Context: an optimization exercise on an open-source flow, tuned for small area, a short achievable clock period and few clock cycles. The choices shown serve that exercise and are no tape-out recipe.
Only simulation tests tie the RTL to the original design; equivalence was not proved.
Power and IR drop assume default switching activity.

== job 2275 ==
==> flow/design.v <==
module cpu (clk, reset, imem_addr, imem_data, dmem_addr, dmem_wdata, dmem_we, dmem_re, dmem_rdata, wb_en, wb_reg, wb_data);
input clk, reset;
output [31:0] imem_addr;
input  [31:0] imem_data;
output [31:0] dmem_addr, dmem_wdata;
output dmem_we, dmem_re;
input  [31:0] dmem_rdata;
output wb_en;
output [4:0] wb_reg;
output [31:0] wb_data;
reg  [31:2] pc;
wire [31:2] pc_inc = pc + 30'd1;
reg         taken_m;
reg  [31:0] r_m, o_m;
reg  [31:0] ir;        
reg  [31:2] btgt;      
assign imem_addr = {pc, 2'b00};
function [16:0] add16c1(input [15:0] a, input [15:0] b);    
  integer l, k;
  reg [16:0] g, p, g2, p2;
  begin
    g = {a & b, 1'b1};
    p = {a ^ b, 1'b0};
    for (l = 1; l < 32; l = l * 2) begin
      g2 = g; p2 = p;
      for (k = l; k < 17; k = k + 1) begin
        g2[k] = g[k] | (p[k] & g[k-l]);
        p2[k] = p[k] & p[k-l];
      end
      g = g2; p = p2;
    end
    add16c1 = {g[16], (a ^ b) ^ g[15:0]};
  end
endfunction
function [13:0] inc14(input [13:0] a);
  integer k;
  begin
    for (k = 0; k < 14; k = k + 1) inc14[k] = a[k] ^ ((a & ((14'd1 << k) - 14'd1)) == ((14'd1 << k) - 14'd1));
  end
endfunction
function [13:0] dec14(input [13:0] a);
  integer k;
  begin
    for (k = 0; k < 14; k = k + 1) dec14[k] = a[k] ^ ((a & ((14'd1 << k) - 14'd1)) == 14'd0);
  end
endfunction
wire [16:0] tlo = add16c1(pc[17:2], imem_data[15:0]);
wire [31:18] thi_inc = inc14(pc[31:18]);
wire [31:18] thi_dec = dec14(pc[31:18]);
wire [31:18] thi = (tlo[16] == imem_data[15]) ? pc[31:18] : tlo[16] ? thi_inc : thi_dec;
always @(posedge clk) begin
  if (reset) pc <= 30'd0;
  else if (taken_m) pc <= o_m[31:2];    
  else pc <= pc_inc;
  ir   <= reset ? 32'd0 : imem_data;
  btgt <= {thi, tlo[15:0]};
end
wire [5:0] op = ir[31:26];
wire [5:0] fn = ir[5:0];
wire [4:0] rs = ir[25:21];
wire [4:0] rt = ir[20:16];
wire [4:0] rd = ir[15:11];
wire is_r    = op == 6'd0;
wire is_addi = op == 6'd8;
wire is_andi = op == 6'd12;
wire is_ori  = op == 6'd13;
wire is_lw   = op == 6'd35;
wire is_sw   = op == 6'd43;
wire is_beq  = op == 6'd4;
wire is_bne  = op == 6'd5;
wire f_add = is_r & (fn == 6'd32);
wire f_sub = is_r & (fn == 6'd34);
wire f_and = is_r & (fn == 6'd36);
wire f_or  = is_r & (fn == 6'd37);
wire f_slt = is_r & (fn == 6'd42);
wire f_sll = is_r & (fn == 6'd0);
wire f_srl = is_r & (fn == 6'd2);
reg  [31:0] rf [1:31];
wire [31:0] rfw [0:31];
assign rfw[0] = 32'd0;
genvar g;
generate for (g = 1; g < 32; g = g + 1) begin : rfr
  assign rfw[g] = rf[g];
end endgenerate
function [31:0] rdport(input [4:0] a, input [1023:0] r);
  integer k;
  reg [31:0] q [0:7];
  begin
    rdport = 32'd0;
    for (k = 0; k < 8; k = k + 1) begin
      case (a[1:0])
        2'd0: q[k] = r[(4*k)*32 +: 32];
        2'd1: q[k] = r[(4*k+1)*32 +: 32];
        2'd2: q[k] = r[(4*k+2)*32 +: 32];
        default: q[k] = r[(4*k+3)*32 +: 32];
      endcase
      rdport = rdport | (q[k] & {32{a[4:2] == k}});
    end
  end
endfunction
wire [1023:0] rfall;
generate for (g = 0; g < 32; g = g + 1) begin : rfa
  assign rfall[g*32 +: 32] = rfw[g];
end endgenerate
wire [31:0] rs_val = rdport(rs, rfall);
wire [31:0] rt_val = rdport(rt, rfall);
function [31:0] rev(input [31:0] x);
  integer i;
  begin for (i = 0; i < 32; i = i + 1) rev[i] = x[31-i]; end
endfunction
reg  [31:0] a_x, b_x, sd_x;
reg  [4:0]  sh_x;
reg  [4:0]  dst_x;
reg         we_x, re_x, st_x, br_x, bne_x;
reg         sub_x, s_arith_x, s_and_x, s_or_x, s_slt_x, s_sll_x, s_srl_x;
wire imm_sel = is_addi | is_andi | is_ori | is_lw | is_sw;
wire sub     = f_sub | f_slt | is_beq | is_bne;
always @(posedge clk) begin
  a_x   <= rs_val;
  b_x   <= imm_sel ? {{16{ir[15]}}, ir[15:0]} : rt_val ^ {32{sub}};
  sd_x  <= (is_beq | is_bne) ? {btgt, 2'b00} : f_sll ? rev(rt_val) : rt_val;
  sh_x  <= ir[10:6];
  dst_x <= is_r ? rd : rt;
  we_x  <= ~reset & (is_r | is_addi | is_andi | is_ori | is_lw);
  re_x  <= ~reset & is_lw;
  st_x  <= ~reset & is_sw;
  br_x  <= ~reset & (is_beq | is_bne);
  bne_x <= is_bne;
  sub_x     <= sub;
  s_arith_x <= f_add | f_sub | is_addi | is_lw | is_sw;
  s_and_x   <= f_and | is_andi;
  s_or_x    <= f_or | is_ori;
  s_slt_x   <= f_slt;
  s_sll_x   <= f_sll;
  s_srl_x   <= f_srl;
end
wire [31:0] bx  = b_x;
wire [31:0] g0 = a_x & bx;
wire [31:0] p0 = a_x ^ bx;
wire [31:0] kg [0:5];
wire [31:0] kp [0:5];
assign kg[0] = {g0[30:0], sub_x};
assign kp[0] = {p0[30:0], 1'b0};
genvar l, i;
generate for (l = 0; l < 5; l = l + 1) begin : ks
  for (i = 0; i < 32; i = i + 1) begin : b
    if (i >= (1 << l)) begin : c
      assign kg[l+1][i] = kg[l][i] | (kp[l][i] & kg[l][i - (1 << l)]);
      assign kp[l+1][i] = kp[l][i] & kp[l][i - (1 << l)];
    end else begin : n
      assign kg[l+1][i] = kg[l][i];
      assign kp[l+1][i] = kp[l][i];
    end
  end
end endgenerate
wire [31:0] sum = p0 ^ kg[5];
wire [4:0]  sh  = sh_x;
wire [31:0] shr  = sd_x >> sh;
wire [31:0] oth = ({32{s_and_x}} & (a_x & b_x))
                | ({32{s_or_x}}  & (a_x | b_x))
                | ({32{s_sll_x}} & rev(shr))
                | ({32{s_srl_x}} & shr);
wire        br_eq = &(a_x ^ b_x);
reg  [4:0]  dst_m;
reg         we_m, re_m, st_m, ar_m, lt_m, eq_m;
always @(posedge clk) begin
  r_m   <= sum[31:0];
  o_m   <= (st_x | br_x) ? sd_x : oth;
  taken_m <= ~reset & br_x & (br_eq ^ bne_x);
  lt_m  <= s_slt_x & ~a_x[31] & ~b_x[31];
  eq_m  <= s_slt_x & (a_x[31] ^ b_x[31]);
  ar_m  <= s_arith_x;
  dst_m <= dst_x;
  we_m  <= ~reset & we_x;
  re_m  <= ~reset & re_x;
  st_m  <= ~reset & st_x;
end
assign dmem_addr  = r_m;
assign dmem_wdata = o_m;
assign dmem_we    = st_m;
assign dmem_re    = re_m;
reg  [31:0] d_w;
reg  [4:0]  dst_w;
reg         we_w;
always @(posedge clk) begin
  d_w   <= re_m ? dmem_rdata : ar_m ? r_m : {o_m[31:1], o_m[0] | lt_m | (eq_m & r_m[31])};
  dst_w <= dst_m;
  we_w  <= ~reset & we_m;
end
always @(posedge clk)
  if (we_w && dst_w != 5'd0) rf[dst_w] <= d_w;
assign wb_en   = we_w;
assign wb_reg  = dst_w;
assign wb_data = d_w;
endmodule
Settings: LEC_CHECK=0, CAP_MARGIN=20, CORE_MARGIN=2, CORE_UTILIZATION=40, SETUP_SLACK_MARGIN=3.4, SLEW_MARGIN=20; clock period 6.0 ns.
run.sh (not shown) runs the stock make flow with config.mk's settings and CLKGATE_MAP_FILE= SYNTH_SCRIPT=/design/flow/synth_recipe.tcl, a recipe that flattens the netlist after the stock synthesis.
Job 2275 finished end to end and its layout was clean on timing, DRC and antenna.
Testbench counts of job 2275, summed over its fixed seeds: cycles 12,905.
Input changes introduced in job 1384 (baseline for comparison: job 2275):
diff --git a/flow/design.v b/flow/design.v
--- a/flow/design.v
+++ b/flow/design.v
@@ -8,14 +8,12 @@
 output wb_en;
 output [4:0] wb_reg;
 output [31:0] wb_data;
 reg  [31:2] pc;
 wire [31:2] pc_inc = pc + 30'd1;
-reg         taken_m;
-reg  [31:0] r_m, o_m;
-reg  [31:0] ir;        
-reg  [31:2] btgt;      
+reg         taken_w;
+reg  [31:0] d_w;
 assign imem_addr = {pc, 2'b00};
 function [16:0] add16c1(input [15:0] a, input [15:0] b);    
   integer l, k;
   reg [16:0] g, p, g2, p2;
   begin
@@ -48,15 +46,14 @@
 wire [31:18] thi_inc = inc14(pc[31:18]);
 wire [31:18] thi_dec = dec14(pc[31:18]);
 wire [31:18] thi = (tlo[16] == imem_data[15]) ? pc[31:18] : tlo[16] ? thi_inc : thi_dec;
 always @(posedge clk) begin
   if (reset) pc <= 30'd0;
-  else if (taken_m) pc <= o_m[31:2];    
+  else if (taken_w) pc <= d_w[31:2];    
   else pc <= pc_inc;
-  ir   <= reset ? 32'd0 : imem_data;
-  btgt <= {thi, tlo[15:0]};
 end
+wire [31:0] ir = imem_data;
 wire [5:0] op = ir[31:26];
 wire [5:0] fn = ir[5:0];
 wire [4:0] rs = ir[25:21];
 wire [4:0] rt = ir[20:16];
 wire [4:0] rd = ir[15:11];
@@ -113,10 +110,11 @@
 reg  [4:0]  dst_x;
 reg         we_x, re_x, st_x, br_x, bne_x;
 reg         sub_x, s_arith_x, s_and_x, s_or_x, s_slt_x, s_sll_x, s_srl_x;
 wire imm_sel = is_addi | is_andi | is_ori | is_lw | is_sw;
 wire sub     = f_sub | f_slt | is_beq | is_bne;
+wire [31:2] btgt = {thi, tlo[15:0]};
 always @(posedge clk) begin
   a_x   <= rs_val;
   b_x   <= imm_sel ? {{16{ir[15]}}, ir[15:0]} : rt_val ^ {32{sub}};
   sd_x  <= (is_beq | is_bne) ? {btgt, 2'b00} : f_sll ? rev(rt_val) : rt_val;
   sh_x  <= ir[10:6];
@@ -159,10 +157,12 @@
 wire [31:0] oth = ({32{s_and_x}} & (a_x & b_x))
                 | ({32{s_or_x}}  & (a_x | b_x))
                 | ({32{s_sll_x}} & rev(shr))
                 | ({32{s_srl_x}} & shr);
 wire        br_eq = &(a_x ^ b_x);
+reg  [31:0] r_m, o_m;
+reg         taken_m;
 reg  [4:0]  dst_m;
 reg         we_m, re_m, st_m, ar_m, lt_m, eq_m;
 always @(posedge clk) begin
   r_m   <= sum[31:0];
   o_m   <= (st_x | br_x) ? sd_x : oth;
@@ -177,17 +177,17 @@
 end
 assign dmem_addr  = r_m;
 assign dmem_wdata = o_m;
 assign dmem_we    = st_m;
 assign dmem_re    = re_m;
-reg  [31:0] d_w;
 reg  [4:0]  dst_w;
 reg         we_w;
 always @(posedge clk) begin
   d_w   <= re_m ? dmem_rdata : ar_m ? r_m : {o_m[31:1], o_m[0] | lt_m | (eq_m & r_m[31])};
   dst_w <= dst_m;
   we_w  <= ~reset & we_m;
+  taken_w <= ~reset & taken_m;
 end
 always @(posedge clk)
   if (we_w && dst_w != 5'd0) rf[dst_w] <= d_w;
 assign wb_en   = we_w;
 assign wb_reg  = dst_w;
Changes observed in job 1384 relative to job 2275: fmax up 15 MHz, maximum number of pins on one net before global-route repair down 14%. Endpoint of the most critical setup path = sd_x[13]$_DFF_P_: job 1384; endpoint of the most critical setup path = wb_data[0]: job 2275. Post-route clock period utilization for job 1384: 2.0 points down relative to job 2275. When the final numbers for job 1384 and job 2275 were put side by side, the first-iteration DRC count turned out to be greater in job 1384. Job 1384 vs. job 2275: total standard cell area after synthesis now sits lower, overall die height now sits lower, worst setup slack now sits higher.
Testbench counts of job 1384, summed over its fixed seeds: cycles 12,873.

---

## cedar
cpu, a different RTL version from the one above (not shown whole).
For scale: ~200 I/O pins.
==> flow/config.mk <==
export PLATFORM = sky130hd
export DESIGN_NAME = cpu
export DESIGN_NICKNAME = cpu
export VERILOG_FILES = /design/flow/design.v
export SDC_FILE = /design/flow/constraint.sdc
export NUM_CORES = 4
export LEC_CHECK = 0
export CAP_MARGIN = 20
export CORE_MARGIN = 2
export CORE_UTILIZATION = 40
export CTS_CLUSTER_DIAMETER = 60
export CTS_CLUSTER_SIZE = 25
export SETUP_SLACK_MARGIN = 3.6
export SLEW_MARGIN = 20
export SYNTH_HIERARCHICAL = 1
==> flow/constraint.sdc <==
create_clock -name core_clock -period 6.0 [get_ports {clk}]
set_input_delay 1.2000 -clock core_clock [delete_from_list [all_inputs] [get_ports {clk}]]
set_output_delay 1.2000 -clock core_clock [all_outputs]
set_load 0.01 [all_outputs]
standard.sh (not shown) runs the stock make flow with config.mk's settings and CLKGATE_MAP_FILE= SYNTH_SCRIPT=/design/flow/synth_recipe.tcl, a recipe that flattens the netlist after the stock synthesis.
==> flow/flow/run.sh <==
#!/bin/bash
# The standard flow with two changes, passed to its make as variables:
# - the port buffers are plain buffers (buf_4) instead of the delay cell the
#   standard flow picks, so that sizing can treat them like other buffers;
# - clock tree synthesis runs without dummy loads.
# The make output goes to a log of its own in this folder.
set -euo pipefail
bash standard.sh \
  "BUFFER_PORTS_ARGS=-buffer_cell sky130_fd_sc_hd__buf_4" \
  "CTS_ARGS=-sink_clustering_enable -repair_clock_nets -sink_clustering_size 25 -sink_clustering_max_diameter 60 -dont_use_dummy_load" \
  finish > std_finish.log 2>&1
test -f out/final.def
Testbench counts of cedar, summed over its fixed seeds: cycles 12,905.
The following lists how maple was set up differently from cedar:
--- a/flow/design.v
+++ b/flow/design.v
@@ -1,12 +1,20 @@
-module ks_level #(parameter D = 1) (g, p, go, po);
+module sk_level #(parameter L = 0) (g, p, go, po);
 input  [31:0] g, p;
 output [31:0] go, po;
-assign go = g | (p & {g[31-D:0], {D{1'b0}}});
-assign po = p & {p[31-D:0], {D{1'b0}}};
+genvar i;
+generate for (i = 0; i < 32; i = i + 1) begin : b
+  if ((i >> L) & 1) begin : c
+    assign go[i] = g[i] | (p[i] & g[((i >> L) << L) - 1]);
+    assign po[i] = p[i] & p[((i >> L) << L) - 1];
+  end else begin : n
+    assign go[i] = g[i];
+    assign po[i] = p[i];
+  end
+end endgenerate
 endmodule
 module cpu (clk, reset, imem_addr, imem_data, dmem_addr, dmem_wdata, dmem_we, dmem_re, dmem_rdata, wb_en, wb_reg, wb_data);
 input clk, reset;
 output [31:0] imem_addr;
 input  [31:0] imem_data;
 output [31:0] dmem_addr, dmem_wdata;
 output dmem_we, dmem_re;
@@ -62,16 +70,16 @@
 wire [31:18] thi_dec = dec14(pc[31:18]);
 wire [31:18] thi = (tlo[16] == imem_data[15]) ? pc[31:18] : tlo[16] ? thi_inc : thi_dec;
 always @(posedge clk) begin
   if (reset) pc <= 30'd0;
   else if (taken_m) pc <= o_m[31:2];    
   else pc <= pc_inc;
   ir   <= imem_data;
-  rs_oh <= reset ? 31'd0 : onehot(imem_data[25:21]);
-  rt_oh <= reset ? 31'd0 : onehot(imem_data[20:16]);
+  rs_oh <= onehot(imem_data[25:21]);
+  rt_oh <= onehot(imem_data[20:16]);
   btgt <= {thi, tlo[15:0]};
 end
 wire [5:0] op = imem_data[31:26];
 wire [5:0] fn = imem_data[5:0];
 wire [4:0] rt = imem_data[20:16];
 wire [4:0] rd = imem_data[15:11];
 wire is_r    = op == 6'd0;
@@ -162,19 +170,19 @@
 wire [31:0] bx  = b_x;
 wire [31:0] g0 = a_x & bx;
 wire [31:0] p0 = a_x ^ bx;
 wire [31:0] kg [0:5];
 wire [31:0] kp [0:5];
 assign kg[0] = {g0[30:0], sub_x};
 assign kp[0] = {p0[30:0], 1'b0};
-ks_level #(.D(1))  ks0 (kg[0], kp[0], kg[1], kp[1]);
-ks_level #(.D(2))  ks1 (kg[1], kp[1], kg[2], kp[2]);
-ks_level #(.D(4))  ks2 (kg[2], kp[2], kg[3], kp[3]);
-ks_level #(.D(8))  ks3 (kg[3], kp[3], kg[4], kp[4]);
-ks_level #(.D(16)) ks4 (kg[4], kp[4], kg[5], kp[5]);
+sk_level #(.L(0)) sk0 (kg[0], kp[0], kg[1], kp[1]);
+sk_level #(.L(1)) sk1 (kg[1], kp[1], kg[2], kp[2]);
+sk_level #(.L(2)) sk2 (kg[2], kp[2], kg[3], kp[3]);
+sk_level #(.L(3)) sk3 (kg[3], kp[3], kg[4], kp[4]);
+sk_level #(.L(4)) sk4 (kg[4], kp[4], kg[5], kp[5]);
 wire [31:0] sum = p0 ^ kg[5];
 wire [4:0]  sh  = sh_x;
 wire [31:0] shr  = sd_x >> sh;
 wire [31:0] oth = ({32{s_and_x}} & (a_x & b_x))
                 | ({32{s_or_x}}  & (a_x | b_x))
                 | ({32{s_sll_x}} & rev(shr))
                 | ({32{s_srl_x}} & shr);
==> comparison <==
- Lower global router's overall resource usage among cedar and maple: maple
- [compare] base=cedar new=maple: die footprint rose by 0.36%; final critical path time including I/O delays and setup fell by 0.033 ns; synthesized instance count stayed essentially flat; power density relative to cell area rose by 3.5 mW/mm^2; buffer count from post-CTS setup fixing rose by about 4.5%.
- Summary — power, maple relative to cedar: higher, by 1.1%.
- | maximum operating frequency | maple vs cedar | 1.3% higher |
- Changes observed in maple relative to cedar: smallest setup slack after layout up 0.033 ns; area after synthesis up 220 sq um; data arrival time of the worst path up 1.49 ns.
- When maple is measured against cedar, its number of logic inverters in the finished layout turns out 8.8% lower.
- On finished layout cell area, maple tracks cedar almost exactly.
- The proportion of cell area occupied by registers on maple is in line with that on cedar.
Testbench counts of maple, summed over its fixed seeds: cycles 12,905.

==> afterwards: timing with drivers on the ports <==
The results above use ideal ports. As a check the final layouts listed here were re-extracted and re-timed, cells and wires unchanged.
Step 1 sets driving cells, clkbuf_16 on the clock port and buf_2 on the other inputs (assumed; they add their load-dependent delay and slew).
Step 2 moves the port delays by t, midway between the first and last clock arrival at a register: inputs arrive t later, outputs are due t later. That takes back most of the time a late clock gives input paths.
Slacks: no drivers / after step 1 / after step 2; pairs: no drivers / after step 1.
run | t (ns) | setup slack, ns | latest minus earliest clock arrival (ns) | worst register clock-pin slew, ns | worst slew at a driven data input, ns
job 2275 | 0.870 | 3.144 / 3.060 / 2.548 | 0.032 / 0.032 | 0.07 / 0.07 | 0.17
job 1384 | 0.863 | 3.262 / 3.145 / 2.283 | 0.051 / 0.051 | 0.07 / 0.07 | 0.26
cedar | 0.814 | 3.487 / 3.404 / 2.786 | 0.121 / 0.121 | 0.09 / 0.09 | 0.06
maple | 0.804 | 3.520 / 3.459 / 2.860 | 0.120 / 0.119 | 0.10 / 0.10 | 0.06
After both steps setup and hold are still met in every run listed. For job 1384, which loses most, drivers alone change the setup slack by -0.117 ns; drivers and shift together by -0.979 ns.
